From an optimization exercise on the open Yosys and OpenROAD flow, aimed at a short achievable clock period and few clock cycles; shortcuts taken in it are not production practice.
In this exercise RTL edits were held to simulation tests only and were not proved equivalent to the original.

==> inputs of v9 <==
// processor1
module processor1(
	input  logic        clk,
	input  logic        rst,
	output logic [15:0] imem_addr,
	input  logic [17:0] imem_rdata,
	output logic [15:0] dmem_addr,
	output logic [15:0] dmem_wdata,
	output logic        dmem_we,
	input  logic [15:0] dmem_rdata
	);
clock: 135.0 ns
lec_check: 0
cap_margin: 20
core_margin: 2
core_utilization: 40
slew_margin: 20
synth_hierarchical: 1
synth_minimum_keep_size: 0
run.sh (not shown) runs the stock make flow with config.mk's settings and CLKGATE_MAP_FILE= SYNTH_SCRIPT=/design/flow/synth_recipe.tcl, a recipe that flattens the netlist after the stock synthesis.
==> inputs of v36, as changes to v9 <==
--- a/flow/design.v
+++ b/flow/design.v
@@ -454,14 +454,14 @@
 		OP_AND=6'h04, OP_OR=6'h05, OP_NAND=6'h06, OP_NOR=6'h07, OP_XOR=6'h08,
 		OP_XNOR=6'h09, OP_ANDN=6'h0a, OP_ORN=6'h0b, OP_NANDN=6'h0c, OP_NORN=6'h0d,
 		OP_XNORN=6'h0e, OP_XORN=6'h0f, OP_SLT=6'h10, OP_BEQ=6'h11, OP_BNE=6'h12,
 		OP_ADDI=6'h33, OP_MULT=6'h14, OP_DIV=6'h15, OP_MFHI=6'h16, OP_MFLO=6'h17,
 		OP_ASR=6'h1a, OP_LSLV=6'h1b, OP_LSRV=6'h1c, OP_J=6'h1d, OP_JR=6'h1e,
 		OP_MOD=6'h1f;
-	logic [15:0] pc_f;
-	assign imem_addr = pc_f;
+	logic [15:0] pc_f, pc_out;
+	assign imem_addr = pc_out;
 	logic [17:0] ir;
 	logic [15:0] ir_pc;
 	logic        ir_valid;
 	logic        ir_pred;
 	logic        use_hold;
 	logic [17:0] h_ir;
@@ -544,42 +544,55 @@
 	wire br_miss = is_br & (taken != e_pred) & (rc != 4'd0);
 	wire redirect = e_go & (br_miss | (op == OP_JR));
 	wire [15:0] e_pc_inc = e_pc + 16'd1;
 	wire [15:0] redirect_pc = (op == OP_JR) ? A : (taken ? e_pc_inc + zimm : e_pc_inc);
 	logic [15:0] zk;
 	wire alu_zero = (alu == 16'd0);
-	wire rem_zero = (d1_rem == 16'd0);
 	wire ldr_zero = (ldr == 16'd0);
 	always_comb begin
 		zk[0] = 1'b1;
 		for (int i = 1; i < 16; i++) begin
 			if (e_we && e_wdst == i)
 				zk[i] = alu_zero;
 			else if (d1_valid && d1_mod && d1_dst == i)
-				zk[i] = rem_zero;
+				zk[i] = 1'b0;
 			else if (ld_w_valid && ld_w_dst == i)
 				zk[i] = ldr_zero;
 			else
 				zk[i] = (rf[i] == 16'd0);
 			if ((ld_m_valid && ld_m_dst == i) ||
 			    (e_go && op == OP_LW && rb == i) ||
 			    (e_go && op == OP_MOD && rc == i))
 				zk[i] = 1'b0;
 		end
 	end
 	wire        pc_ov  = redirect | stall;
 	wire [15:0] pc_ovv = redirect ? redirect_pc : pc_f;
-	wire [15:0] pc_d;
-	wire        f_pred;
+	wire [15:0] pc_d, pc_out_d;
+	wire [3:0]  f_preds, f_preds2;
+	wire        f_pred = f_preds[0];
 	wire [15:0] pc_inc = pc_f + 16'd1;
-	pc_next u_pc_next(.ins(imem_rdata), .pc_inc(pc_inc), .pc_inc_hi1(pc_inc[15:4] + 12'd1),
-	                  .zk(zk), .ov(pc_ov), .ov_pc(pc_ovv), .ld_pc(e_go & jr_fwd),
-	                  .ld_data(dmem_rdata), .rst(rst), .pc_d(pc_d), .pred(f_pred));
+	wire [11:0] pc_inc_hi1 = pc_inc[15:4] + 12'd1;
+	wire        ld_pc = e_go & jr_fwd;
+	genvar k;
+	generate
+		for (k = 0; k < 4; k++) begin : g_pc
+			pc_next #(.S(k)) u_pc(.ins(imem_rdata), .pc_inc(pc_inc), .pc_inc_hi1(pc_inc_hi1),
+			                      .zk(zk), .ov(pc_ov), .ov_pc(pc_ovv), .ld_pc(ld_pc),
+			                      .ld_data(dmem_rdata), .rst(rst), .pc_d(pc_d[4*k+3:4*k]),
+			                      .pred(f_preds[k]));
+			pc_next #(.S(k)) u_pc_out(.ins(imem_rdata), .pc_inc(pc_inc), .pc_inc_hi1(pc_inc_hi1),
+			                          .zk(zk), .ov(pc_ov), .ov_pc(pc_ovv), .ld_pc(ld_pc),
+			                          .ld_data(dmem_rdata), .rst(rst), .pc_d(pc_out_d[4*k+3:4*k]),
+			                          .pred(f_preds2[k]));
+		end
+	endgenerate
 	wire [15:0] mem_addr = A + simm;
 	always_ff @(posedge clk) begin
 		pc_f     <= pc_d;
+		pc_out   <= pc_out_d;
 		ir       <= imem_rdata;
 		ir_pc    <= pc_f;
 		ir_valid <= ~rst & ~redirect;
 		ir_pred  <= f_pred;
 		use_hold <= ~rst & stall;
 		if (stall) begin
@@ -616,37 +629,38 @@
 		ld_m_dst   <= rb;
 		ldr        <= dmem_rdata;
 		ld_w_valid <= ~rst & ld_m_valid & ~(e_we & (e_wdst == ld_m_dst));
 		ld_w_dst   <= ld_m_dst;
 	end
 endmodule
-module pc_next(
+module pc_next #(parameter int S = 0) (
 	input  logic [17:0] ins,
 	input  logic [15:0] pc_inc,
 	input  logic [11:0] pc_inc_hi1,    
 	input  logic [15:0] zk,
 	input  logic        ov,
 	input  logic [15:0] ov_pc,
 	input  logic        ld_pc,
 	input  logic [15:0] ld_data,
 	input  logic        rst,
-	output logic [15:0] pc_d,
+	output logic [3:0]  pc_d,
 	output logic        pred
 	);
 	wire [5:0] op   = ins[17:12];
 	wire       is_j = (op == 6'h1d);
 	wire       beq  = (op == 6'h11);
 	wire       bne  = (op == 6'h12);
 	wire       feq  = (ins[11:8] == ins[7:4]);
 	wire       a0   = (ins[11:8] == 4'd0);
 	wire       same = feq | (a0 & zk[ins[7:4]]);
 	assign pred = (beq & same) | (bne & ~same);
-	wire [4:0]  lo  = {1'b0, pc_inc[3:0]} + {1'b0, ins[3:0]};
+	wire [4:0]  lo   = {1'b0, pc_inc[3:0]} + {1'b0, ins[3:0]};
 	wire [15:0] btgt = {lo[4] ? pc_inc_hi1 : pc_inc[15:4], lo[3:0]};
-	wire [15:0] f_pc = is_j ? {4'b0000, ins[11:0]} : (pred ? btgt : pc_inc);
-	assign pc_d = {16{~rst}} & (ld_pc ? ld_data : (ov ? ov_pc : f_pc));
+	wire [15:0] jt   = {4'b0000, ins[11:0]};
+	wire [3:0]  f_pc = is_j ? jt[4*S+3:4*S] : (pred ? btgt[4*S+3:4*S] : pc_inc[4*S+3:4*S]);
+	assign pc_d = {4{~rst}} & (ld_pc ? ld_data[4*S+3:4*S] : (ov ? ov_pc[4*S+3:4*S] : f_pc));
 endmodule
 module div8(
 	input  logic [15:0] r,
 	input  logic [7:0]  a,
 	input  logic [15:0] d,
 	output logic [7:0]  q,
==> flow/flow/run.sh (new file) <==
#!/bin/bash
set -euo pipefail
export BUFFER_PORTS_ARGS="-buffer_cell sky130_fd_sc_hd__buf_4"
export SETUP_SLACK_MARGIN=107
bash standard.sh > standard_flow.log 2>&1
==> flow/standard.sh (new file) <==
#!/bin/bash
# synth_recipe.tcl (not shown) runs the flow's synth.tcl, then flattens the netlist and writes it again
# the make line also repeats each setting of config.mk as NAME=value (left out here)
make -C /OpenROAD-flow-scripts/flow DESIGN_CONFIG=/design/flow/config.mk WORK_HOME=/design/flow/orfs CLKGATE_MAP_FILE= SYNTH_SCRIPT=/design/flow/synth_recipe.tcl "${@:-finish}"
==> flow/config.mk (replaced) <==
export PLATFORM = sky130hd
export DESIGN_NAME = processor1
export DESIGN_NICKNAME = processor1
export VERILOG_FILES = /design/flow/design.v
export SDC_FILE = /design/flow/constraint.sdc
export NUM_CORES = 4
export LEC_CHECK = 0
export CAP_MARGIN = 20
export CORE_MARGIN = 2
export CORE_UTILIZATION = 50
export SLEW_MARGIN = 20
export SYNTH_HIERARCHICAL = 1
export SYNTH_MINIMUM_KEEP_SIZE = 0
removed: flow/run.sh
==> inputs of v26, as changes to v9 <==
--- a/flow/design.v
+++ b/flow/design.v
@@ -454,14 +454,14 @@
 		OP_AND=6'h04, OP_OR=6'h05, OP_NAND=6'h06, OP_NOR=6'h07, OP_XOR=6'h08,
 		OP_XNOR=6'h09, OP_ANDN=6'h0a, OP_ORN=6'h0b, OP_NANDN=6'h0c, OP_NORN=6'h0d,
 		OP_XNORN=6'h0e, OP_XORN=6'h0f, OP_SLT=6'h10, OP_BEQ=6'h11, OP_BNE=6'h12,
 		OP_ADDI=6'h33, OP_MULT=6'h14, OP_DIV=6'h15, OP_MFHI=6'h16, OP_MFLO=6'h17,
 		OP_ASR=6'h1a, OP_LSLV=6'h1b, OP_LSRV=6'h1c, OP_J=6'h1d, OP_JR=6'h1e,
 		OP_MOD=6'h1f;
-	logic [15:0] pc_f;
-	assign imem_addr = pc_f;
+	logic [15:0] pc_f, pc_out;
+	assign imem_addr = pc_out;
 	logic [17:0] ir;
 	logic [15:0] ir_pc;
 	logic        ir_valid;
 	logic        ir_pred;
 	logic        use_hold;
 	logic [17:0] h_ir;
@@ -544,42 +544,55 @@
 	wire br_miss = is_br & (taken != e_pred) & (rc != 4'd0);
 	wire redirect = e_go & (br_miss | (op == OP_JR));
 	wire [15:0] e_pc_inc = e_pc + 16'd1;
 	wire [15:0] redirect_pc = (op == OP_JR) ? A : (taken ? e_pc_inc + zimm : e_pc_inc);
 	logic [15:0] zk;
 	wire alu_zero = (alu == 16'd0);
-	wire rem_zero = (d1_rem == 16'd0);
 	wire ldr_zero = (ldr == 16'd0);
 	always_comb begin
 		zk[0] = 1'b1;
 		for (int i = 1; i < 16; i++) begin
 			if (e_we && e_wdst == i)
 				zk[i] = alu_zero;
 			else if (d1_valid && d1_mod && d1_dst == i)
-				zk[i] = rem_zero;
+				zk[i] = 1'b0;
 			else if (ld_w_valid && ld_w_dst == i)
 				zk[i] = ldr_zero;
 			else
 				zk[i] = (rf[i] == 16'd0);
 			if ((ld_m_valid && ld_m_dst == i) ||
 			    (e_go && op == OP_LW && rb == i) ||
 			    (e_go && op == OP_MOD && rc == i))
 				zk[i] = 1'b0;
 		end
 	end
 	wire        pc_ov  = redirect | stall;
 	wire [15:0] pc_ovv = redirect ? redirect_pc : pc_f;
-	wire [15:0] pc_d;
-	wire        f_pred;
+	wire [15:0] pc_d, pc_out_d;
+	wire [3:0]  f_preds, f_preds2;
+	wire        f_pred = f_preds[0];
 	wire [15:0] pc_inc = pc_f + 16'd1;
-	pc_next u_pc_next(.ins(imem_rdata), .pc_inc(pc_inc), .pc_inc_hi1(pc_inc[15:4] + 12'd1),
-	                  .zk(zk), .ov(pc_ov), .ov_pc(pc_ovv), .ld_pc(e_go & jr_fwd),
-	                  .ld_data(dmem_rdata), .rst(rst), .pc_d(pc_d), .pred(f_pred));
+	wire [11:0] pc_inc_hi1 = pc_inc[15:4] + 12'd1;
+	wire        ld_pc = e_go & jr_fwd;
+	genvar k;
+	generate
+		for (k = 0; k < 4; k++) begin : g_pc
+			pc_next #(.S(k)) u_pc(.ins(imem_rdata), .pc_inc(pc_inc), .pc_inc_hi1(pc_inc_hi1),
+			                      .zk(zk), .ov(pc_ov), .ov_pc(pc_ovv), .ld_pc(ld_pc),
+			                      .ld_data(dmem_rdata), .rst(rst), .pc_d(pc_d[4*k+3:4*k]),
+			                      .pred(f_preds[k]));
+			pc_next #(.S(k)) u_pc_out(.ins(imem_rdata), .pc_inc(pc_inc), .pc_inc_hi1(pc_inc_hi1),
+			                          .zk(zk), .ov(pc_ov), .ov_pc(pc_ovv), .ld_pc(ld_pc),
+			                          .ld_data(dmem_rdata), .rst(rst), .pc_d(pc_out_d[4*k+3:4*k]),
+			                          .pred(f_preds2[k]));
+		end
+	endgenerate
 	wire [15:0] mem_addr = A + simm;
 	always_ff @(posedge clk) begin
 		pc_f     <= pc_d;
+		pc_out   <= pc_out_d;
 		ir       <= imem_rdata;
 		ir_pc    <= pc_f;
 		ir_valid <= ~rst & ~redirect;
 		ir_pred  <= f_pred;
 		use_hold <= ~rst & stall;
 		if (stall) begin
@@ -616,37 +629,42 @@
 		ld_m_dst   <= rb;
 		ldr        <= dmem_rdata;
 		ld_w_valid <= ~rst & ld_m_valid & ~(e_we & (e_wdst == ld_m_dst));
 		ld_w_dst   <= ld_m_dst;
 	end
 endmodule
-module pc_next(
+module pc_next #(parameter int S = 0) (
 	input  logic [17:0] ins,
 	input  logic [15:0] pc_inc,
 	input  logic [11:0] pc_inc_hi1,    
 	input  logic [15:0] zk,
 	input  logic        ov,
 	input  logic [15:0] ov_pc,
 	input  logic        ld_pc,
 	input  logic [15:0] ld_data,
 	input  logic        rst,
-	output logic [15:0] pc_d,
+	output logic [3:0]  pc_d,
 	output logic        pred
 	);
 	wire [5:0] op   = ins[17:12];
 	wire       is_j = (op == 6'h1d);
 	wire       beq  = (op == 6'h11);
 	wire       bne  = (op == 6'h12);
 	wire       feq  = (ins[11:8] == ins[7:4]);
 	wire       a0   = (ins[11:8] == 4'd0);
-	wire       same = feq | (a0 & zk[ins[7:4]]);
-	assign pred = (beq & same) | (bne & ~same);
-	wire [4:0]  lo  = {1'b0, pc_inc[3:0]} + {1'b0, ins[3:0]};
+	wire       p0   = (beq & feq) | (bne & ~feq);
+	wire       m    = (beq | bne) & a0 & ~feq & ~ld_pc & ~ov;
+	wire       flip = m & zk[ins[7:4]];
+	assign pred = p0 ^ flip;
+	wire [4:0]  lo   = {1'b0, pc_inc[3:0]} + {1'b0, ins[3:0]};
 	wire [15:0] btgt = {lo[4] ? pc_inc_hi1 : pc_inc[15:4], lo[3:0]};
-	wire [15:0] f_pc = is_j ? {4'b0000, ins[11:0]} : (pred ? btgt : pc_inc);
-	assign pc_d = {16{~rst}} & (ld_pc ? ld_data : (ov ? ov_pc : f_pc));
+	wire [15:0] jt   = {4'b0000, ins[11:0]};
+	wire [3:0]  f0   = is_j ? jt[4*S+3:4*S] : (p0 ? btgt[4*S+3:4*S] : pc_inc[4*S+3:4*S]);
+	wire [3:0]  f1   = p0 ? pc_inc[4*S+3:4*S] : btgt[4*S+3:4*S];
+	wire [3:0]  x0   = ld_pc ? ld_data[4*S+3:4*S] : (ov ? ov_pc[4*S+3:4*S] : f0);
+	assign pc_d = {4{~rst}} & (flip ? f1 : x0);
 endmodule
 module div8(
 	input  logic [15:0] r,
 	input  logic [7:0]  a,
 	input  logic [15:0] d,
 	output logic [7:0]  q,
==> flow/flow/run.sh (new file) <==
#!/bin/bash
set -euo pipefail
export BUFFER_PORTS_ARGS="-buffer_cell sky130_fd_sc_hd__buf_4"
export SETUP_SLACK_MARGIN=107
bash standard.sh > standard_flow.log 2>&1
==> flow/standard.sh (new file) <==
#!/bin/bash
# synth_recipe.tcl (not shown) runs the flow's synth.tcl, then flattens the netlist and writes it again
# the make line also repeats each setting of config.mk as NAME=value (left out here)
make -C /OpenROAD-flow-scripts/flow DESIGN_CONFIG=/design/flow/config.mk WORK_HOME=/design/flow/orfs CLKGATE_MAP_FILE= SYNTH_SCRIPT=/design/flow/synth_recipe.tcl "${@:-finish}"
removed: flow/run.sh
==> summary of the runs <==
Final cell count: v26 is higher than v36 (about 6%). Of v9 and v36, v9 has the higher sequential share of layout area (gap 0.37 points). The highest utilization belongs to v36, the lowest to v9. The highest area after synthesis belongs to v26, the lowest to v9. v36 completed without violations. v9 passed the timing, DRC and antenna checks. v26 completed without violations. The lowest clock skew belongs to v9, the highest to v26.
Testbench counts of v9, summed over its fixed seeds: cycles 20,573.
Testbench counts of v36, summed over its fixed seeds: cycles 20,573.
Testbench counts of v26, summed over its fixed seeds: cycles 20,573.

-- separate check: timing with driven ports --
The flow's constraints put no driver on any port. The routed layouts listed below were extracted and timed again, unchanged, in two steps.
Step 1 sets driving cells, clkbuf_16 on the clock port and buf_2 on the other inputs (assumed; they add their load-dependent delay and slew).
Step 2 also shifts input and output timing later by t, the mid clock arrival at the registers, as if the neighbouring blocks saw the same clock.
a / b / c = ideal / step 1 / step 2; a / b = the first two.
run	t (ns)	setup slack, ns	worst hold slack (ns)	worst setup path at the end	slew at the worst register clock pin (ns)
v9	0.743	105.669 / 105.723 / 104.980	0.393 / 0.393 / 0.393	input to register	0.07 / 0.07
v36	0.758	106.750 / 106.517 / 105.759	0.405 / 0.405 / 0.405	input to register	0.07 / 0.07
v26	0.792	106.708 / 106.658 / 105.893	0.451 / 0.451 / 0.451	input to register	0.08 / 0.08
After both steps setup and hold are still met in every run listed. The setup slack of v36, which loses most, moves by -0.233 ns with the drivers and by -0.991 ns with both steps.
